This is an optimization exercise on Yosys and OpenROAD, whose aim is small area, not a production implementation.
The RTL was checked by simulation tests, not by an equivalence proof against the original design.
Power is estimated from default activity; no workload was simulated.

## flash_adc_encoder_top
module flash_adc_encoder_top #(parameter N = 255)(
    input               clk,
    input  [N-1:0]      therm_in,
    output reg [7:0]    code_out
);
    wire n1 = ~(therm_in[254] | therm_in[253]);
    wire n2 = ~n1;
    wire n3 = ~(therm_in[251] | therm_in[250]);
    wire n4 = ~therm_in[252];
    wire n5 = ~(n1 & n4);
    wire n6 = ~((n5 | n3) & n1);
    wire n7 = ~((n3 & therm_in[249]) | therm_in[251]);
    wire n8 = ~(n5 | n7);
    wire n9 = ~(therm_in[247] | therm_in[246]);
    wire n10 = ~(therm_in[243] | therm_in[242]);
    wire n11 = ~(therm_in[245] | therm_in[244]);
    wire n12 = ~(n9 & n11);
    wire n13 = ~((n12 | n10) & n9);
    wire n14 = ~((n9 & therm_in[245]) | therm_in[247]);
    wire n15 = ~((n10 & therm_in[241]) | therm_in[243]);
    wire n16 = ~((n12 | n15) & n14);
    wire n17 = ~(therm_in[249] | therm_in[248] | n5 | ~n3);
    wire n18 = ~((n17 & n16) | n8);
    wire n19 = ~((n17 & n13) | n6);
    wire n20 = ~((n17 & n12) | n5);
    wire n21 = ~(therm_in[239] | therm_in[238]);
    wire n22 = ~(therm_in[235] | therm_in[234]);
    wire n23 = ~(therm_in[237] | therm_in[236]);
    wire n24 = ~(n21 & n23);
    wire n25 = ~((n24 | n22) & n21);
    wire n26 = ~((n21 & therm_in[237]) | therm_in[239]);
    wire n27 = ~((n22 & therm_in[233]) | therm_in[235]);
    wire n28 = ~((n24 | n27) & n26);
    wire n29 = ~(therm_in[231] | therm_in[230]);
    wire n30 = ~(therm_in[227] | therm_in[226]);
    wire n31 = ~(therm_in[229] | therm_in[228]);
    wire n32 = ~(n29 & n31);
    wire n33 = ~((n32 | n30) & n29);
    wire n34 = ~((n29 & therm_in[229]) | therm_in[231]);
    wire n35 = ~((n30 & therm_in[225]) | therm_in[227]);
    wire n36 = ~((n32 | n35) & n34);
    wire n37 = ~(therm_in[233] | therm_in[232] | n24 | ~n22);
    wire n38 = ~((n37 & n36) | n28);
    wire n39 = ~((n37 & n33) | n25);
    wire n40 = ~((n37 & n32) | n24);
    wire n41 = ~(therm_in[241] | therm_in[240] | n12 | ~n10);
    wire n42 = ~(n17 & n41);
    wire n43 = ~((n42 | n38) & n18);
    wire n44 = ~((n42 | n39) & n19);
    wire n45 = ~((n42 | n40) & n20);
    wire n46 = ~((n42 | n37) & n17);
    wire n47 = ~(therm_in[223] | therm_in[222]);
  ...
Size in the first run: roughly 8 flip-flops, ~260 I/O pins.
==> flow/config.mk <==
export PLATFORM = sky130hd
export DESIGN_NAME = flash_adc_encoder_top
export DESIGN_NICKNAME = flash_adc_encoder_top
export VERILOG_FILES = /design/flow/design.v
export SDC_FILE = /design/flow/constraint.sdc
export NUM_CORES = 4
export LEC_CHECK = 0
export CAP_MARGIN = 20
export CORE_AREA = 2.5 2.5 87.5 87.5
export CTS_BUF_LIST = sky130_fd_sc_hd__clkbuf_2
export DIE_AREA = 0 0 90 90
export GPL_TIMING_DRIVEN = 0
export PLACE_DENSITY = 0.9
export SETUP_SLACK_MARGIN = -0.16
export SLEW_MARGIN = 20
==> flow/constraint.sdc <==
create_clock -name core_clock -period 3.0 [get_ports {clk}]
set_input_delay 0.6000 -clock core_clock [delete_from_list [all_inputs] [get_ports {clk}]]
set_output_delay 0.6000 -clock core_clock [all_outputs]
set_load 0.01 [all_outputs]
standard.sh (not shown) runs the stock make flow with config.mk's settings and CLKGATE_MAP_FILE= SYNTH_SCRIPT=/design/flow/synth_recipe.tcl, a recipe that flattens the netlist after the stock synthesis.
==> flow/flow/run.sh <==
#!/bin/bash
# Layout flow: the standard ORFS flow, with two changes.
#  - Synthesis maps with an area-oriented ABC script (flow/abc_area.script):
#    the same ORFS synthesis otherwise, so the registers and their names match.
#  - The port buffers are sky130_fd_sc_hd__buf_1 cells.
set -euo pipefail
cd "$(dirname "$0")/.."
rm -rf scripts_own
cp -r "$FLOW_HOME/scripts" scripts_own
cp flow/abc_area.script scripts_own/abc_area.script
bash standard.sh SCRIPTS_DIR="$PWD/scripts_own" ABC_AREA=1 \
  "BUFFER_PORTS_ARGS=-buffer_cell sky130_fd_sc_hd__buf_1" finish > standard.log 2>&1
==> flow/flow/abc_area.script <==
strash; &get -n; &st; &nf -a -R 1000 -F 8 -A 8; &put; topo; stime -c
Then changed:
Settings changed: CORE_AREA 2.5 2.5 87.5 87.5 to 2.5 2.5 107.5 107.5, DIE_AREA 0 0 90 90 to 0 0 110 110, PLACE_DENSITY 0.9 to unset, SETUP_SLACK_MARGIN -0.16 to unset.
=> Non-clock buffer count does not change; cell count climbs by 5.3%; wire length rises by 2.5%; total power climbs by 0.33%; count of clock-buffer cells in the layout is unchanged; via count fell by 2.3%; worst setup slack improved by 0.063 ns; utilization falls by 15 points.

flash_adc_encoder_top, a different RTL version from the one above (not shown whole).
Size: roughly 400 cells after synthesis, roughly 8 flip-flops, ~2200 sq um of cells after synthesis.
clock: 3.0 ns
lec_check: 0
cap_margin: 20
core_area: 2.5 2.5 107.5 107.5
cts_buf_list: sky130_fd_sc_hd__clkbuf_2
die_area: 0 0 110 110
gpl_timing_driven: 0
slew_margin: 20
==> flow/flow/abc_area.script <==
strash; &get -n; &st; &nf -a -R 1000; &put; topo; stime -c
Scripts as last shown in full above: flow/flow/run.sh
Change:
--- a/flow/config.mk
+++ b/flow/config.mk
@@ -8,6 +8,4 @@
 export CAP_MARGIN = 20
-export CORE_AREA = 2.5 2.5 107.5 107.5
-export CTS_BUF_LIST = sky130_fd_sc_hd__clkbuf_2
-export DIE_AREA = 0 0 110 110
-export GPL_TIMING_DRIVEN = 0
+export CORE_AREA = 2.5 2.5 65.5 65.5
+export DIE_AREA = 0 0 68 68
 export SLEW_MARGIN = 20
With this change the flow did not get past I/O pin placement with PPL-0024; area after synthesis stays the same; synthesized cell count is unchanged.
Change:
--- a/flow/config.mk
+++ b/flow/config.mk
@@ -8,4 +8,4 @@
 export CAP_MARGIN = 20
-export CORE_AREA = 2.5 2.5 65.5 65.5
-export DIE_AREA = 0 0 68 68
+export CORE_AREA = 2.5 2.5 107.5 107.5
+export DIE_AREA = 0 0 110 110
 export SLEW_MARGIN = 20
=>
- The new run finished clean
- synthesized cell count stays the same
- synthesized area stays the same
Change:
--- a/flow/config.mk
+++ b/flow/config.mk
@@ -9,3 +9,7 @@
 export CORE_AREA = 2.5 2.5 107.5 107.5
+export CTS_BUF_LIST = sky130_fd_sc_hd__clkbuf_4
+export CTS_CLUSTER_DIAMETER = 200
+export CTS_CLUSTER_SIZE = 8
 export DIE_AREA = 0 0 110 110
+export GPL_TIMING_DRIVEN = 0
 export SLEW_MARGIN = 20
Outcome:
- power decreases by 6.4%
- cell area decreases by 2.3%
- sequential cell count does not change
- routed wire length is about the same

flash_adc_encoder_top with an RTL version that a note above also has.
Size in the first run: about 410 cells after synthesis, roughly 0.0022 mm² of cells after synthesis.
==> flow/config.mk <==
export PLATFORM = sky130hd
export DESIGN_NAME = flash_adc_encoder_top
export DESIGN_NICKNAME = flash_adc_encoder_top
export VERILOG_FILES = /design/flow/design.v
export SDC_FILE = /design/flow/constraint.sdc
export NUM_CORES = 4
export LEC_CHECK = 0
export CAP_MARGIN = 20
export CORE_AREA = 2.5 2.5 87.5 87.5
export CTS_BUF_LIST = sky130_fd_sc_hd__clkbuf_2
export DIE_AREA = 0 0 90 90
export GPL_TIMING_DRIVEN = 0
export SETUP_SLACK_MARGIN = -0.16
export SLEW_MARGIN = 20
==> flow/constraint.sdc <==
create_clock -name core_clock -period 3.0 [get_ports {clk}]
set_input_delay 0.6000 -clock core_clock [delete_from_list [all_inputs] [get_ports {clk}]]
set_output_delay 0.6000 -clock core_clock [all_outputs]
set_load 0.01 [all_outputs]
==> flow/flow/abc_area.script <==
strash; &get -n; &st; &nf -a -R 1000 -F 8 -A 8; &put; topo; stime -c
Scripts as last shown in full above: flow/flow/run.sh
==> next run, changes <==
Settings changed: CORE_AREA 2.5 2.5 87.5 87.5 to 2.5 2.5 97.5 97.5, DIE_AREA 0 0 90 90 to 0 0 100 100, PLACE_DENSITY set to 0.8.
- sequential power barely changes
- clock power rose by 16%
- clock-buffer cell count is unchanged
==> next run, changes <==
Settings changed: CORE_AREA 2.5 2.5 97.5 97.5 to 2.5 2.5 87.5 87.5, DIE_AREA 0 0 100 100 to 0 0 90 90, SETUP_SLACK_MARGIN -0.16 to -0.08.
=>
- first-iteration DRC count came out lower by 28%
- total power came out lower by 0.73%
- clock power came out lower by 3.9%
==> next run, changes <==
Settings changed: PLACE_DENSITY 0.8 to unset, SETUP_SLACK_MARGIN -0.08 to unset.
Outcome:
- worst setup slack improved by 0.034 ns
- core utilization is higher by 0.21 points
- die area does not change
- design area goes up slightly
- critical path depth is unchanged
- area after synthesis stays the same
==> next run, changes <==
Settings changed: PLACE_DENSITY set to 0.8, SETUP_SLACK_MARGIN set to -0.16.
Result: The changed run passed the timing, design-rule and antenna checks. Routed wire length fell by 5.6%. Flip-flop and latch count stays the same. Setup slack loses 0.13 ns.

Starting RTL as in the previous note.
export LEC_CHECK = 0
export CAP_MARGIN = 20
export CORE_AREA = 2.5 2.5 87.5 87.5
export CTS_BUF_LIST = sky130_fd_sc_hd__clkbuf_2
export DIE_AREA = 0 0 90 90
export GPL_TIMING_DRIVEN = 0
export SETUP_SLACK_MARGIN = -0.08
export SLEW_MARGIN = 20
create_clock -name core_clock -period 3.0 [get_ports {clk}]
==> flow/flow/run.sh <==
#!/bin/bash
# Layout flow: the standard ORFS flow, with two changes.
#  - Synthesis maps with an area-oriented ABC script (flow/abc_area.script):
#    the same ORFS synthesis otherwise, so the registers and their names match.
#  - The port buffers are sky130_fd_sc_hd__buf_1 cells.
set -euo pipefail
cd "$(dirname "$0")/.."
rm -rf scripts_own
cp -r "$FLOW_HOME/scripts" scripts_own
cp flow/abc_area.script scripts_own/abc_area.script
bash standard.sh SCRIPTS_DIR="$PWD/scripts_own" ABC_AREA=1 \
  "BUFFER_PORTS_ARGS=-buffer_cell sky130_fd_sc_hd__buf_1" \
  SKIP_CTS_REPAIR_TIMING=1 RECOVER_POWER=100 finish > standard.log 2>&1
Scripts as last shown in full above: flow/flow/abc_area.script
Change:
Settings changed: SETUP_SLACK_MARGIN -0.08 to unset.
The changed run passed the timing, design-rule and antenna checks.
Clock power hardly moves.
Worst setup slack gets better by 0.040 ns.
Fmax went up by 1.5%.
Cell count is unchanged.
Global-route usage does not change.
Die area stays the same.
Critical path depth went up by 1.
Cell area barely changes.
Utilization went up by 0.12 points.
Sequential cell count stays the same.
Routed wire length hardly moves.

==> re-timing with driven ports <==
How much do the figures lean on ideal ports? The routed layouts below were timed once more, with nothing changed but the port constraints. Step 1 (the two cells are an assumption about what drives the block):
set clk [get_ports {clk}]
set_driving_cell -lib_cell sky130_fd_sc_hd__clkbuf_16 $clk
set_driving_cell -lib_cell sky130_fd_sc_hd__buf_2 [delete_from_list [all_inputs] $clk]
Step 2 times the ports against the registers' clock, not the clock port: input delays grow and output delays shrink by t, the midpoint of the rising clock arrivals with the driver on. Three values: no drivers, after step 1, after step 2; two values: the first two.
run	shift t [ns]	setup slack, ns	worst hold slack (ns)	pins driven straight from the clock port
the first run of note 1	0.248	0.202 / 0.203 / -0.045	0.769 / 0.771 / 1.019	1
the second run of note 1	0.248	0.265 / 0.266 / 0.018	0.779 / 0.781 / 1.015	1
the first run of note 2	0.268	0.232 / 0.239 / -0.028	0.707 / 0.715 / 0.982	1
the third run of note 2	0.252	0.593 / 0.602 / 0.350	0.811 / 0.803 / 1.018	1
the fourth run of note 2	0.285	0.244 / 0.251 / -0.034	0.694 / 0.702 / 0.987	1
the first run of note 3	0.241	0.138 / 0.139 / -0.102	0.741 / 0.744 / 0.985	1
the second run of note 3	0.263	0.139 / 0.142 / -0.121	0.775 / 0.786 / 1.034	1
the third run of note 3	0.267	0.216 / 0.218 / -0.048	0.736 / 0.737 / 1.003	1
the fourth run of note 3	0.240	0.250 / 0.251 / 0.011	0.738 / 0.741 / 0.981	1
the fifth run of note 3	0.266	0.120 / 0.123 / -0.143	0.734 / 0.735 / 1.000	1
the first run of note 4	0.240	0.210 / 0.206 / -0.034	0.744 / 0.747 / 0.987	1
the second run of note 4	0.240	0.250 / 0.251 / 0.011	0.738 / 0.741 / 0.981	1
With both steps, setup timing fails in 8 of these runs, where it was met with ideal ports. The setup slack of the fourth run of note 2, which loses most, moves by +0.007 ns with the drivers and by -0.278 ns with both steps.
